This design comes from an exercise in tuning for small area on the open sky130 flow, not from production work.
The RTL was checked by simulation tests, not by an equivalence proof against the original design.
No driver is modelled on the clock port, so clock power and skew are understated where the tree is cut down; a real chip needs a root buffer or a tree.
Power is estimated from default activity; no workload was simulated.

Setup of exp/garnet:
==> flow/design.v <==
module baseline_c5gx(
      input              CLOCK_50_B7A,
      input              CPU_RESET_n,
      output      [6:0]  HEX0,
      output      [6:0]  HEX1,
      output      [6:0]  HEX2,
      output      [6:0]  HEX3,
      input       [3:0]  KEY,
      output      [7:0]  LEDG,
      output      [9:0]  LEDR,
      input       [9:0]  SW
);
	wire clk = CLOCK_50_B7A;
	wire rst = !CPU_RESET_n;
	localparam [2:0] OP_CLR  = 3'd0,
	                 OP_NONE = 3'd1,
	                 OP_HUP  = 3'd4,
	                 OP_HDN  = 3'd5,
	                 OP_MUP  = 3'd6,
	                 OP_MDN  = 3'd7,
	                 OP_SCLR = 3'd3,
	                 OP_ADV  = 3'd2;
	reg [2:0] op;
	wire clr = (op == OP_CLR);
	reg key3_low;
	always @(posedge clk) key3_low <= !KEY[3];
	wire pulse = !key3_low && !KEY[3];
	reg run;
	always @(posedge clk) run <= !rst && (run ^ pulse);
	reg [2:0] step;
	wire [2:0] step_now = clr ? 3'd0 : step;
	always @(posedge clk)
		step <= step_now + {2'b00, run};
	reg [3:0] div;
	wire [3:0] div_now = clr ? 4'd0 : div;
	always @(posedge clk)
		div <= div_now + 4'd1;
	wire tick = (div_now == 4'd7);
	reg       sw_inc;
	reg [2:0] op_next;
	always @(*) begin
		op_next = OP_NONE;
		if (tick) begin
			if (SW[2]) begin
				case (SW[1:0])
					2'b00: if (KEY[1:0] == 2'b01) op_next = OP_HUP;
					       else if (KEY[1:0] == 2'b10) op_next = OP_HDN;
					2'b01: if (KEY[1:0] == 2'b01) op_next = OP_MUP;
					       else if (KEY[1:0] == 2'b10) op_next = OP_MDN;
					2'b10: if (KEY[1] != KEY[0]) op_next = OP_SCLR;
					default: ;
				endcase
			end else if (SW[8])
				op_next = OP_ADV;
		end
	end
	always @(posedge clk, posedge rst)
		if (rst) op <= OP_CLR;
		else op <= op_next;
	always @(posedge clk) sw_inc <= run && (step_now == 3'd7);
	wire adv = (op == OP_ADV);
	reg [4:0] t_h;
	reg [5:0] t_m;
	reg [5:0] t_s;
	wire s_last = t_s[5] & t_s[4] & t_s[3] & t_s[1] & t_s[0];
	wire m_last = t_m[5] & t_m[4] & t_m[3] & t_m[1] & t_m[0];
	wire h_last = t_h[4] & t_h[2] & t_h[1] & t_h[0];
	wire m_zero = (t_m == 6'd0);
	wire h_zero = (t_h == 5'd0);
	wire s_clr = clr | (op == OP_SCLR);
	wire m_up = (op == OP_MUP) | adv & s_last;
	wire m_dn = (op == OP_MDN);
	wire h_up = (op == OP_HUP) | adv & s_last & m_last;
	wire h_dn = (op == OP_HDN);
	wire [5:0] s_t;
	assign s_t[0] = adv;
	assign s_t[1] = adv & t_s[0];
	assign s_t[2] = adv & t_s[0] & t_s[1] & !s_last;
	assign s_t[3] = adv & (t_s[0] & t_s[1] & t_s[2] | s_last);
	assign s_t[4] = adv & (t_s[0] & t_s[1] & t_s[2] & t_s[3] | s_last);
	assign s_t[5] = adv & (t_s[0] & t_s[1] & t_s[2] & t_s[3] & t_s[4] | s_last);
	wire [5:0] c_s = s_clr ? 6'd0 : t_s ^ s_t;
	wire [5:0] md = t_m ^ {6{m_dn}};
	wire m_en = m_up | m_dn;
	wire m_wrap = m_up & m_last | m_dn & m_zero;
	wire [5:0] m_t;
	assign m_t[0] = m_en;
	assign m_t[1] = m_en & md[0];
	assign m_t[2] = m_en & md[0] & md[1] & !m_wrap;
	assign m_t[3] = m_en & md[0] & md[1] & md[2] | m_up & m_last;
	assign m_t[4] = m_en & md[0] & md[1] & md[2] & md[3] | m_up & m_last;
	assign m_t[5] = m_en & md[0] & md[1] & md[2] & md[3] & md[4] | m_up & m_last;
	wire [5:0] c_m = clr ? 6'd0 : t_m ^ m_t;
	wire [4:0] hd = t_h ^ {5{h_dn}};
	wire h_en = h_up | h_dn;
	wire [4:0] h_t;
	assign h_t[0] = h_en;
	assign h_t[1] = h_en & hd[0];
	assign h_t[2] = h_en & hd[0] & hd[1];
	assign h_t[3] = h_en & hd[0] & hd[1] & hd[2] & !(h_up & h_last | h_dn & h_zero);
	assign h_t[4] = h_en & hd[0] & hd[1] & hd[2] & hd[3] | h_up & h_last;
	wire [4:0] c_h = clr ? 5'd0 : t_h ^ h_t;
	always @(posedge clk) begin
		t_h <= c_h;
		t_m <= c_m;
		t_s <= c_s;
	end
	reg [3:0] d0, d1, d2, d3;
	function [3:0] dnext(input [3:0] d, input inc, input clr);
	begin
		dnext[0] = !clr & (d[0] ^ inc);
		dnext[1] = !clr & (d[1] ^ (inc & d[0] & !d[3]));
		dnext[2] = !clr & (d[2] ^ (inc & d[0] & d[1]));
		dnext[3] = !clr & (d[3] ^ (inc & d[0] & (d[3] | d[1] & d[2])));
	end
	endfunction
	wire i1 = sw_inc & d0[0] & d0[3];
	wire i2 = i1 & d1[0] & d1[3];
	wire i3 = i2 & d2[0] & d2[3];
	always @(posedge clk) begin
		d0 <= dnext(d0, sw_inc, clr);
		d1 <= dnext(d1, i1, clr);
		d2 <= dnext(d2, i2, clr);
		d3 <= dnext(d3, i3, clr);
	end
	reg [1:0] dsp_mode;
	reg       dsp_sec;
	always @(posedge clk) begin
		dsp_mode <= SW[9] ? SW[4:3] : 2'b11;
		dsp_sec  <= SW[7];
	end
	function [6:0] seg(input [3:0] n);
	begin
		seg[0] = (n[0] & !n[1] & !n[2] & !n[3]) | (n[2] & n[3]) | (!n[0] & !n[1] & n[2]);
		seg[1] = !((!n[0] & !n[1]) | (n[0] & n[1] & !n[3]) | (!n[2]));
		seg[2] = (n[1] & n[3]) | (!n[0] & n[1] & !n[2]);
		seg[3] = (!n[0] & !n[1] & n[2]) | (n[0] & !n[1] & !n[2] & !n[3]) | (n[0] & n[1] & n[2]);
		seg[4] = (!n[1] & n[2]) | (n[0]);
		seg[5] = (n[1] & !n[2]) | (n[0] & !n[2] & !n[3]) | (n[0] & n[1]);
		seg[6] = (!n[1] & !n[2] & !n[3]) | (n[0] & n[1] & n[2]);
	end
	endfunction
	function [6:0] bcd60(input [5:0] v);
	begin
		bcd60[0] = (v[0]);
		bcd60[1] = !((v[1] & v[3] & !v[4] & !v[5]) | (v[1] & !v[2] & !v[3] & v[4]) | (!v[1] & !v[2] & v[3] & !v[5]) | (v[2] & v[3] & v[4]) | (!v[1] & !v[2] & !v[4] & !v[5]) | (v[1] & v[4] & v[5]) | (!v[1] & v[3] & !v[4] & v[5]) | (v[1] & !v[3] & v[5]) | (!v[2] & !v[3] & v[4] & v[5]) | (!v[1] & v[2] & !v[3] & !v[5]));
		bcd60[2] = !((v[1] & v[2] & !v[3] & !v[4] & v[5]) | (!v[1] & !v[3] & v[4] & v[5]) | (v[1] & !v[2] & !v[3] & v[4]) | (!v[1] & v[2] & v[3] & !v[5]) | (v[2] & v[4] & !v[5]) | (!v[1] & !v[2] & !v[4]) | (v[1] & !v[2] & v[3] & v[5]) | (!v[2] & !v[4] & !v[5]));
		bcd60[3] = (v[1] & v[2] & !v[3] & !v[4] & v[5]) | (!v[1] & v[2] & v[3] & v[4]) | (v[1] & v[3] & v[4] & v[5]) | (v[1] & !v[2] & !v[3] & v[4] & !v[5]) | (!v[1] & !v[2] & !v[3] & v[4] & v[5]) | (!v[1] & !v[2] & v[3] & !v[4] & !v[5]);
		bcd60[4] = !((!v[1] & v[2] & v[3] & v[4]) | (!v[3] & !v[4] & !v[5]) | (!v[1] & !v[2] & !v[3] & v[4] & v[5]) | (!v[1] & !v[2] & v[3] & !v[4]) | (v[3] & !v[4] & v[5]) | (v[2] & !v[3] & !v[5]) | (!v[2] & v[3] & v[4] & !v[5]));
		bcd60[5] = (v[2] & v[4] & !v[5]) | (!v[3] & !v[4] & v[5]) | (v[3] & v[4] & !v[5]);
		bcd60[6] = !((!v[5]) | (!v[3] & !v[4]));
	end
	endfunction
	function [5:0] bcd24(input [4:0] v);
	begin
		bcd24[0] = (v[0]);
		bcd24[1] = !((v[1] & !v[2] & v[4]) | (v[1] & v[3]) | (!v[1] & v[2] & !v[3]) | (!v[1] & !v[2] & !v[4]));
		bcd24[2] = !((v[2] & v[4]) | (v[1] & !v[2]) | (!v[1] & v[3]) | (!v[2] & !v[4]));
		bcd24[3] = !((!v[1] & !v[3]) | (v[2]) | (v[1] & !v[4]));
		bcd24[4] = (v[1] & v[3]) | (!v[2] & v[4]) | (v[2] & v[3]);
		bcd24[5] = (v[2] & v[4]);
	end
	endfunction
	wire [5:0] x  = dsp_sec ? t_s : t_m;
	wire [6:0] xb = bcd60(x);
	wire [5:0] hb = bcd24(t_h);
	wire [3:0] n3 = dsp_mode == 2'b00 ? (dsp_sec ? 4'd0 : {2'b00, hb[5:4]}) :
	                dsp_mode == 2'b10 ? d3 : 4'hf;
	wire [3:0] n2 = dsp_mode == 2'b00 ? (dsp_sec ? 4'd0 : hb[3:0]) :
	                dsp_mode == 2'b10 ? d2 : 4'hf;
	wire [3:0] n1 = !dsp_mode[1] ? {1'b0, xb[6:4]} : dsp_mode[0] ? 4'hf : d1;
	wire [3:0] n0 = !dsp_mode[1] ? xb[3:0] : dsp_mode[0] ? 4'hf : d0;
	assign HEX3 = seg(n3);
	assign HEX2 = seg(n2);
	assign HEX1 = seg(n1);
	assign HEX0 = seg(n0);
	assign LEDR = SW;
	assign LEDG = {2'b00, c_s};
endmodule
export LEC_CHECK = 0
export CAP_MARGIN = 20
export CORE_MARGIN = 2
export CORE_UTILIZATION = 70
export SLEW_MARGIN = 20
create_clock -name core_clock -period 20.0 [get_ports {CLOCK_50_B7A}]
standard.sh (not shown) runs the stock make flow with config.mk's settings and CLKGATE_MAP_FILE= SYNTH_SCRIPT=/design/flow/synth_recipe.tcl, a recipe that flattens the netlist after the stock synthesis.
==> flow/flow/run.sh <==
#!/bin/bash
# Standard synthesis; then the combinational gates re-optimised by ABC with a
# stronger script (flip-flops untouched), in rounds of several deepsyn seeds,
# the smallest result kept; then the standard layout from floorplan on,
# with buf_1 port buffers and one level of clock buffers (prects.tcl: four
# buf_4, each driving the clock pins of a strip of the core).
set -euo pipefail
W=$PWD
F=$W/flow
R=$W/orfs/results/$FLOW_PLATFORM/baseline_c5gx/base
YOSYS=$(command -v yosys || echo /OpenROAD-flow-scripts/tools/install/yosys/bin/yosys)

export BUFFER_PORTS_ARGS="-buffer_cell sky130_fd_sc_hd__buf_1"
export PRE_CTS_TCL=$F/prects.tcl
export ROOT_CLKBUF=
export LEAF_CLKBUF=sky130_fd_sc_hd__buf_4
export LEAF_GROUPS=4

bash standard.sh synth > $W/std_synth.log 2>&1

cp $R/1_2_yosys.v $W/std_netlist.v
printf 'set_driving_cell sky130_fd_sc_hd__buf_1\nset_load 5\n' > $W/abc.constr
PERIOD_PS=$(python3 -c "print(int(float('$FLOW_PERIOD_NS')*1000))")
export RS_LIB=$FLOW_HOME/platforms/$FLOW_PLATFORM/lib/sky130_fd_sc_hd__tt_025C_1v80.lib
export RS_TOP=$FLOW_TOP RS_IN=$W/std_netlist.v RS_CONSTR=$W/abc.constr RS_PERIOD_PS=$PERIOD_PS
export YOSYS W F
# Round 1 starts from the standard netlist with seeds 1-8; each later round
# starts from the best netlist so far with seeds 1-4; the smallest is kept.
pick() {
  python3 - "$@" <<'PY'
import re, sys, os
best = None
for v in sys.argv[1:]:
    p = v + ".stat"
    if not (os.path.exists(p) and os.path.exists(v)): continue
    m = re.search(r"Chip area for module .*?: ([\d.]+)", open(p).read())
    if m and (best is None or float(m.group(1)) < best[0]): best = (float(m.group(1)), v)
print(best[1])
PY
}
IN=$W/std_netlist.v
BEST=
: > $W/resynth_choice.log
for round in 1 2 3; do
  if [ $round = 1 ]; then SEEDS="1 2 3 4 5 6 7 8"; else SEEDS="1 2 3 4"; fi
  # round 3 maps without the extra choice computation, for variety
  if [ $round = 3 ]; then DCH=; else DCH='&dch -f\n'; fi
  for s in $SEEDS; do
    printf "strash\n&get -n\n&deepsyn -I 4 -J 200 -S %s\n$DCH&nf -R 1000 -p -F 10 -A 5 -a\n&put\ntopo\ndnsize -c\n" $s > $W/abc_r${round}_s$s.script
  done
  export IN round
  echo $SEEDS | tr ' ' '\n' | xargs -P ${NUM_CORES:-4} -I{} bash -c \
    'RS_IN=$IN RS_SCRIPT=$W/abc_r${round}_s{}.script RS_OUT=$W/resynth_r${round}_s{}.v $YOSYS -c $F/resynth.tcl > $W/resynth_r${round}_s{}.log 2>&1 || true'
  BEST=$(pick $BEST $W/resynth_r${round}_s*.v)
  IN=$BEST
  echo "round $round: best so far $BEST" >> $W/resynth_choice.log
done
grep -H "Chip area" $W/resynth_r*.v.stat >> $W/resynth_choice.log || true

cp $BEST $R/1_2_yosys.v
rm -f $R/1_synth.odb $R/1_synth.sdc
bash standard.sh > $W/std_layout.log 2>&1
==> flow/flow/prects.tcl <==
# Clock distribution made here instead of by clock_tree_synthesis: the clock
# pins are split into LEAF_GROUPS groups by x position, each
# group is driven by a leaf clock buffer at its centre, and the clock port (or
# a root buffer, if ROOT_CLKBUF is set) drives the leaves, so every
# register's clock passes the same buffers. ORFS's clock_tree_synthesis is then skipped; the rest of its CTS
# step (placement legalisation, timing repair) runs as usual.
set clk_port [get_name [lindex [get_property [lindex [all_clocks] 0] sources] 0]]
set block [ord::get_db_block]
set dbu [$block getDbUnitsPerMicron]
set net [$block findNet $clk_port]
set sinks {}
foreach it [$net getITerms] {
  set box [[$it getInst] getBBox]
  lappend sinks [list [expr {([$box xMin] + [$box xMax]) / 2.0 / $dbu}] \
                      [expr {([$box yMin] + [$box yMax]) / 2.0 / $dbu}] \
                      "[[$it getInst] getName]/[[$it getMTerm] getName]"]
}
proc halves { items idx } {
  set s [lsort -real -index $idx $items]
  set h [expr {[llength $s] / 2}]
  return [list [lrange $s 0 [expr {$h - 1}]] [lrange $s $h end]]
}
proc centre { items } {
  set sx 0.0
  set sy 0.0
  foreach i $items {
    set sx [expr {$sx + [lindex $i 0]}]
    set sy [expr {$sy + [lindex $i 1]}]
  }
  set n [llength $items]
  return [list [expr {$sx / $n}] [expr {$sy / $n}]]
}
set groups {}
set ng $::env(LEAF_GROUPS)
set s [lsort -real -index 0 $sinks]
set n [llength $s]
for {set g 0} {$g < $ng} {incr g} {
  lappend groups [lrange $s [expr {$g * $n / $ng}] [expr {($g + 1) * $n / $ng - 1}]]
}
set k 0
set leaves {}
foreach g $groups {
  set pins {}
  foreach i $g { lappend pins [get_pins [lindex $i 2]] }
  set c [centre $g]
  puts "clock leaf buffer $k: [llength $g] clock pins at $c"
  insert_buffer -buffer_cell $::env(LEAF_CLKBUF) -net $clk_port -load_pins $pins \
    -location $c -buffer_name clkleaf_$k -net_name clknet_leaf_$k
  lappend leaves [list {*}$c x]
  incr k
}
if { $::env(ROOT_CLKBUF) ne "" } {
  set c [centre $leaves]
  puts "clock root buffer at $c"
  insert_buffer -buffer_cell $::env(ROOT_CLKBUF) -net $clk_port -location $c \
    -buffer_name clkroot_buf -net_name clknet_root
}
foreach n [$block getNets] {
  foreach it [$n getITerms] {
    if { [$it isClocked] } { $n setSigType CLOCK; break }
  }
}
$net setSigType CLOCK
foreach it [$net getITerms] {
  set o [[$it getInst] findITerm X]
  if { $o ne "NULL" && [$o getNet] ne "NULL" } { [$o getNet] setSigType CLOCK }
}
set_propagated_clock [all_clocks]
rename clock_tree_synthesis __orfs_clock_tree_synthesis
proc clock_tree_synthesis { args } {
  puts "clock_tree_synthesis skipped: the clock has its buffers"
}
==> flow/flow/resynth.tcl <==
# Re-optimises the combinational logic of the standard synthesis netlist with a
# stronger ABC script. Every flip-flop (and tie cell) stays the same instance,
# with the same name and cell type; only the gates between them change.
yosys -import
set lib $::env(RS_LIB)
set top $::env(RS_TOP)
read_liberty -overwrite -ignore_miss_func -ignore_miss_dir $lib
read_verilog -overwrite $::env(RS_IN)
hierarchy -top $top
setattr -mod -set keep_hierarchy 1 {sky130_fd_sc_hd__df*} {sky130_fd_sc_hd__edf*} {sky130_fd_sc_hd__conb*}
flatten
opt_clean -purge
techmap
opt -fast
abc -script $::env(RS_SCRIPT) -liberty $lib -dont_use *lpflow* -dont_use *probe* -constr $::env(RS_CONSTR) -D $::env(RS_PERIOD_PS)
opt_clean -purge
hilomap -singleton -hicell sky130_fd_sc_hd__conb_1 HI -locell sky130_fd_sc_hd__conb_1 LO
splitnets
opt_clean -purge
select -module $top
tee -o $::env(RS_OUT).stat stat -liberty $lib
write_verilog -noattr -nohex -nodec -selected $::env(RS_OUT)
Inputs modified between exp/garnet and exp/pepper:
diff --git a/flow/flow/run.sh b/flow/flow/run.sh
--- a/flow/flow/run.sh
+++ b/flow/flow/run.sh
@@ -44,8 +44,6 @@
 for round in 1 2 3; do
   if [ $round = 1 ]; then SEEDS="1 2 3 4 5 6 7 8"; else SEEDS="1 2 3 4"; fi
-  # round 3 maps without the extra choice computation, for variety
-  if [ $round = 3 ]; then DCH=; else DCH='&dch -f\n'; fi
   for s in $SEEDS; do
-    printf "strash\n&get -n\n&deepsyn -I 4 -J 200 -S %s\n$DCH&nf -R 1000 -p -F 10 -A 5 -a\n&put\ntopo\ndnsize -c\n" $s > $W/abc_r${round}_s$s.script
+    printf 'strash\n&get -n\n&deepsyn -I 4 -J 200 -S %s\n&dch -f\n&nf -R 1000 -p -F 10 -A 5 -a\n&put\ntopo\ndnsize -c\n' $s > $W/abc_r${round}_s$s.script
   done
   export IN round
Findings:
Comparing exp/garnet against exp/pepper, there is no change at all in number of tap instances. Going from exp/garnet to exp/pepper, path length in cells of the critical path held steady, part of the total power dissipated in sequential elements did not really move, number of non-filler instances in the completed layout flat. From exp/garnet to exp/pepper, antenna cell count did not move at all. Reported for exp/pepper and exp/garnet, global-route usage turned out identical to the last digit. On power per cell area, exp/pepper and exp/garnet are basically level. Peak ir drop on the vdd network essentially unchanged between exp/pepper and exp/garnet.
### exp/pepper -> exp/willow
diff --git a/flow/config.mk b/flow/config.mk
--- a/flow/config.mk
+++ b/flow/config.mk
@@ -6,6 +6,7 @@
 export NUM_CORES = 4
 export LEC_CHECK = 0
-export CAP_MARGIN = 20
+export CAP_MARGIN = 0
 export CORE_MARGIN = 2
 export CORE_UTILIZATION = 70
-export SLEW_MARGIN = 20
+export GPL_TIMING_DRIVEN = 0
+export SLEW_MARGIN = 0
## What came out
Taking exp/pepper over exp/willow, the met3 routed wirelength ratio works out to 1.15.
Final wirelength (lower): exp/pepper
Re met3 track demand over resource: exp/willow is 0.35 points down on exp/pepper.
Looking at capturing instance or port of the critical path, the LEDR[1] result is from exp/pepper; the LEDR[2] one comes from exp/willow.
Worst clock skew: exp/willow < exp/pepper
Inputs modified between exp/willow and exp/yarrow:
diff --git a/flow/flow/run.sh b/flow/flow/run.sh
--- a/flow/flow/run.sh
+++ b/flow/flow/run.sh
@@ -3,6 +3,6 @@
 # stronger script (flip-flops untouched), in rounds of several deepsyn seeds,
 # the smallest result kept; then the standard layout from floorplan on,
-# with buf_1 port buffers and one level of clock buffers (prects.tcl: four
-# buf_4, each driving the clock pins of a strip of the core).
+# with buf_1 port buffers and one level of clock buffers (prects.tcl: three
+# buf_6, each driving the clock pins of a strip of the core).
 set -euo pipefail
 W=$PWD
@@ -14,6 +14,6 @@
 export PRE_CTS_TCL=$F/prects.tcl
 export ROOT_CLKBUF=
-export LEAF_CLKBUF=sky130_fd_sc_hd__buf_4
-export LEAF_GROUPS=4
+export LEAF_CLKBUF=sky130_fd_sc_hd__buf_6
+export LEAF_GROUPS=3
 
 bash standard.sh synth > $W/std_synth.log 2>&1
diff --git a/flow/config.mk b/flow/config.mk
--- a/flow/config.mk
+++ b/flow/config.mk
@@ -6,7 +6,6 @@
 export NUM_CORES = 4
 export LEC_CHECK = 0
-export CAP_MARGIN = 0
+export CAP_MARGIN = 20
 export CORE_MARGIN = 2
 export CORE_UTILIZATION = 70
-export GPL_TIMING_DRIVEN = 0
-export SLEW_MARGIN = 0
+export SLEW_MARGIN = 20
## What came out
exp/yarrow against exp/willow: total power shows no meaningful change; iteration-0 DRC count of the detailed router shows a reduction of about 16%; worst setup slack shows an increase of 17 ps. Sort exp/willow and exp/yarrow by global-route wire length before repair desc -> top: exp/yarrow. Taking exp/willow as the reference, in exp/yarrow share of the clock period used by the worst path essentially unchanged; met3 track utilization from global routing increased 0.88 points.
For exp/fjord, these inputs were changed with respect to exp/yarrow:
diff --git a/flow/flow/run.sh b/flow/flow/run.sh
--- a/flow/flow/run.sh
+++ b/flow/flow/run.sh
@@ -3,6 +3,5 @@
 # stronger script (flip-flops untouched), in rounds of several deepsyn seeds,
 # the smallest result kept; then the standard layout from floorplan on,
-# with buf_1 port buffers and one level of clock buffers (prects.tcl: three
-# buf_6, each driving the clock pins of a strip of the core).
+# with buf_1 port buffers and one level of clock buffers (prects.tcl).
 set -euo pipefail
 W=$PWD
@@ -14,5 +13,5 @@
 export PRE_CTS_TCL=$F/prects.tcl
 export ROOT_CLKBUF=
-export LEAF_CLKBUF=sky130_fd_sc_hd__buf_6
+export LEAF_CLKBUF=sky130_fd_sc_hd__clkbuf_8
 export LEAF_GROUPS=3
 
Notes after the runs:
The final layout from exp/fjord, which completed every stage, passed the timing, DRC and antenna checks at the end of the flow. | clock share of power | exp/fjord vs exp/yarrow | 0.6 points higher |. Between exp/yarrow and exp/fjord, number of search-and-repair iterations in the first detailed-routing pass decreased. Changes observed in exp/fjord relative to exp/yarrow: power density over the cells shows an increase of 0.32 nW/µm²; largest net degree at the start of global routing shows no meaningful change; fraction of the core area covered by cells at the end of the flow shows an increase of 0.22 points; sequential share of cell area shows no meaningful change; final routed wirelength across all metal layers shows no meaningful change. Hold slack across exp/yarrow and exp/fjord: no real change. Combinational group share of total power (higher): exp/yarrow. In terms of portion of the clock cycle consumed by the worst path in the final layout, exp/yarrow and exp/fjord differ only marginally. Relative contribution of sequential cells to total power | exp/fjord below exp/yarrow.
The following lists how exp/tundra was set up differently from exp/fjord:
==> flow/flow/run.sh <==
#!/bin/bash
# Standard synthesis; then the combinational gates re-optimised by ABC with a
# stronger script (flip-flops untouched), tried with several deepsyn seeds
# and the smallest result kept; then the standard layout from floorplan on,
# with buf_1 port buffers and one level of clock buffers (prects.tcl).
set -euo pipefail
W=$PWD
F=$W/flow
R=$W/orfs/results/$FLOW_PLATFORM/baseline_c5gx/base
YOSYS=$(command -v yosys || echo /OpenROAD-flow-scripts/tools/install/yosys/bin/yosys)

export BUFFER_PORTS_ARGS="-buffer_cell sky130_fd_sc_hd__buf_1"
export PRE_CTS_TCL=$F/prects.tcl
export ROOT_CLKBUF=
export LEAF_CLKBUF=sky130_fd_sc_hd__clkbuf_8
export LEAF_GROUPS=3

bash standard.sh synth > $W/std_synth.log 2>&1

cp $R/1_2_yosys.v $W/std_netlist.v
printf 'set_driving_cell sky130_fd_sc_hd__buf_1\nset_load 5\n' > $W/abc.constr
PERIOD_PS=$(python3 -c "print(int(float('$FLOW_PERIOD_NS')*1000))")
export RS_LIB=$FLOW_HOME/platforms/$FLOW_PLATFORM/lib/sky130_fd_sc_hd__tt_025C_1v80.lib
export RS_TOP=$FLOW_TOP RS_IN=$W/std_netlist.v RS_CONSTR=$W/abc.constr RS_PERIOD_PS=$PERIOD_PS
export YOSYS W F
SEEDS="1 2 3 4 5 6 7 8"
for s in $SEEDS; do
  printf 'strash\n&get -n\n&deepsyn -I 4 -J 500 -S %s\n&dch -f\n&nf -R 1000 -p -F 10 -A 5 -a\n&put\ntopo\ndnsize -c\n' $s > $W/abc_seed$s.script
done
echo $SEEDS | tr ' ' '\n' | xargs -P ${NUM_CORES:-4} -I{} bash -c \
  'RS_SCRIPT=$W/abc_seed{}.script RS_OUT=$W/resynth_seed{}.v $YOSYS -c $F/resynth.tcl > $W/resynth_seed{}.log 2>&1 || true'
best=$(python3 - "$W" $SEEDS <<'PY'
import re, sys, os
w = sys.argv[1]; best = None
for s in sys.argv[2:]:
    p = f"{w}/resynth_seed{s}.v.stat"
    if not os.path.exists(p) or not os.path.exists(f"{w}/resynth_seed{s}.v"): continue
    m = re.search(r"Chip area for module .*?: ([\d.]+)", open(p).read())
    if m and (best is None or float(m.group(1)) < best[0]): best = (float(m.group(1)), s)
print(best[1])
PY
)
echo "kept seed $best" > $W/resynth_choice.log
cat $W/resynth_seed*.v.stat | grep "Chip area" >> $W/resynth_choice.log || true

cp $W/resynth_seed$best.v $R/1_2_yosys.v
rm -f $R/1_synth.odb $R/1_synth.sdc
bash standard.sh > $W/std_layout.log 2>&1
diff --git a/flow/config.mk b/flow/config.mk
--- a/flow/config.mk
+++ b/flow/config.mk
@@ -8,4 +8,4 @@
 export CAP_MARGIN = 20
 export CORE_MARGIN = 2
-export CORE_UTILIZATION = 70
+export CORE_UTILIZATION = 80
 export SLEW_MARGIN = 20
Findings:
For exp/tundra, the flow was terminated by a tool error in global placement and produced no final design.
Lower area after synthesis was reported by exp/fjord, not exp/tundra.
Compared with exp/fjord, die height in exp/tundra decreased by a few percent.
The synthesized cell count reported for exp/tundra is greater than that of exp/fjord by 6.
The clock cells of exp/garnet, exp/pepper, exp/willow, exp/yarrow and exp/fjord come from the design's own scripts or RTL, not from TritonCTS.

[port drivers added, routing unchanged]
The flow's constraints put no driver on any port. The routed layouts listed below were extracted and timed again, unchanged, in two steps. Step 1 (the two cells are an assumption about what drives the block):
set clk [get_ports {CLOCK_50_B7A}]
set_driving_cell -lib_cell sky130_fd_sc_hd__clkbuf_16 $clk
set_driving_cell -lib_cell sky130_fd_sc_hd__buf_2 [delete_from_list [all_inputs] $clk]
Step 2 moves the port delays by t, midway between the first and last clock arrival at a register: inputs arrive t later, outputs are due t later. That takes back most of the time a late clock gives input paths. Three values: ideal, step 1, step 2; two values: the first two.
run	t, ns	slack for setup (ns)	worst setup path at the end	slew at the worst register clock pin (ns)
exp/garnet	0.188	11.696 / 11.675 / 11.675	input to output	0.12 / 0.12
exp/pepper	0.188	11.696 / 11.675 / 11.675	input to output	0.12 / 0.12
exp/willow	0.190	11.682 / 11.661 / 11.661	input to output	0.12 / 0.12
exp/yarrow	0.173	11.699 / 11.677 / 11.677	input to output	0.11 / 0.11
exp/fjord	0.195	11.696 / 11.674 / 11.674	input to output	0.10 / 0.10
After both steps setup and hold are still met in every run listed.
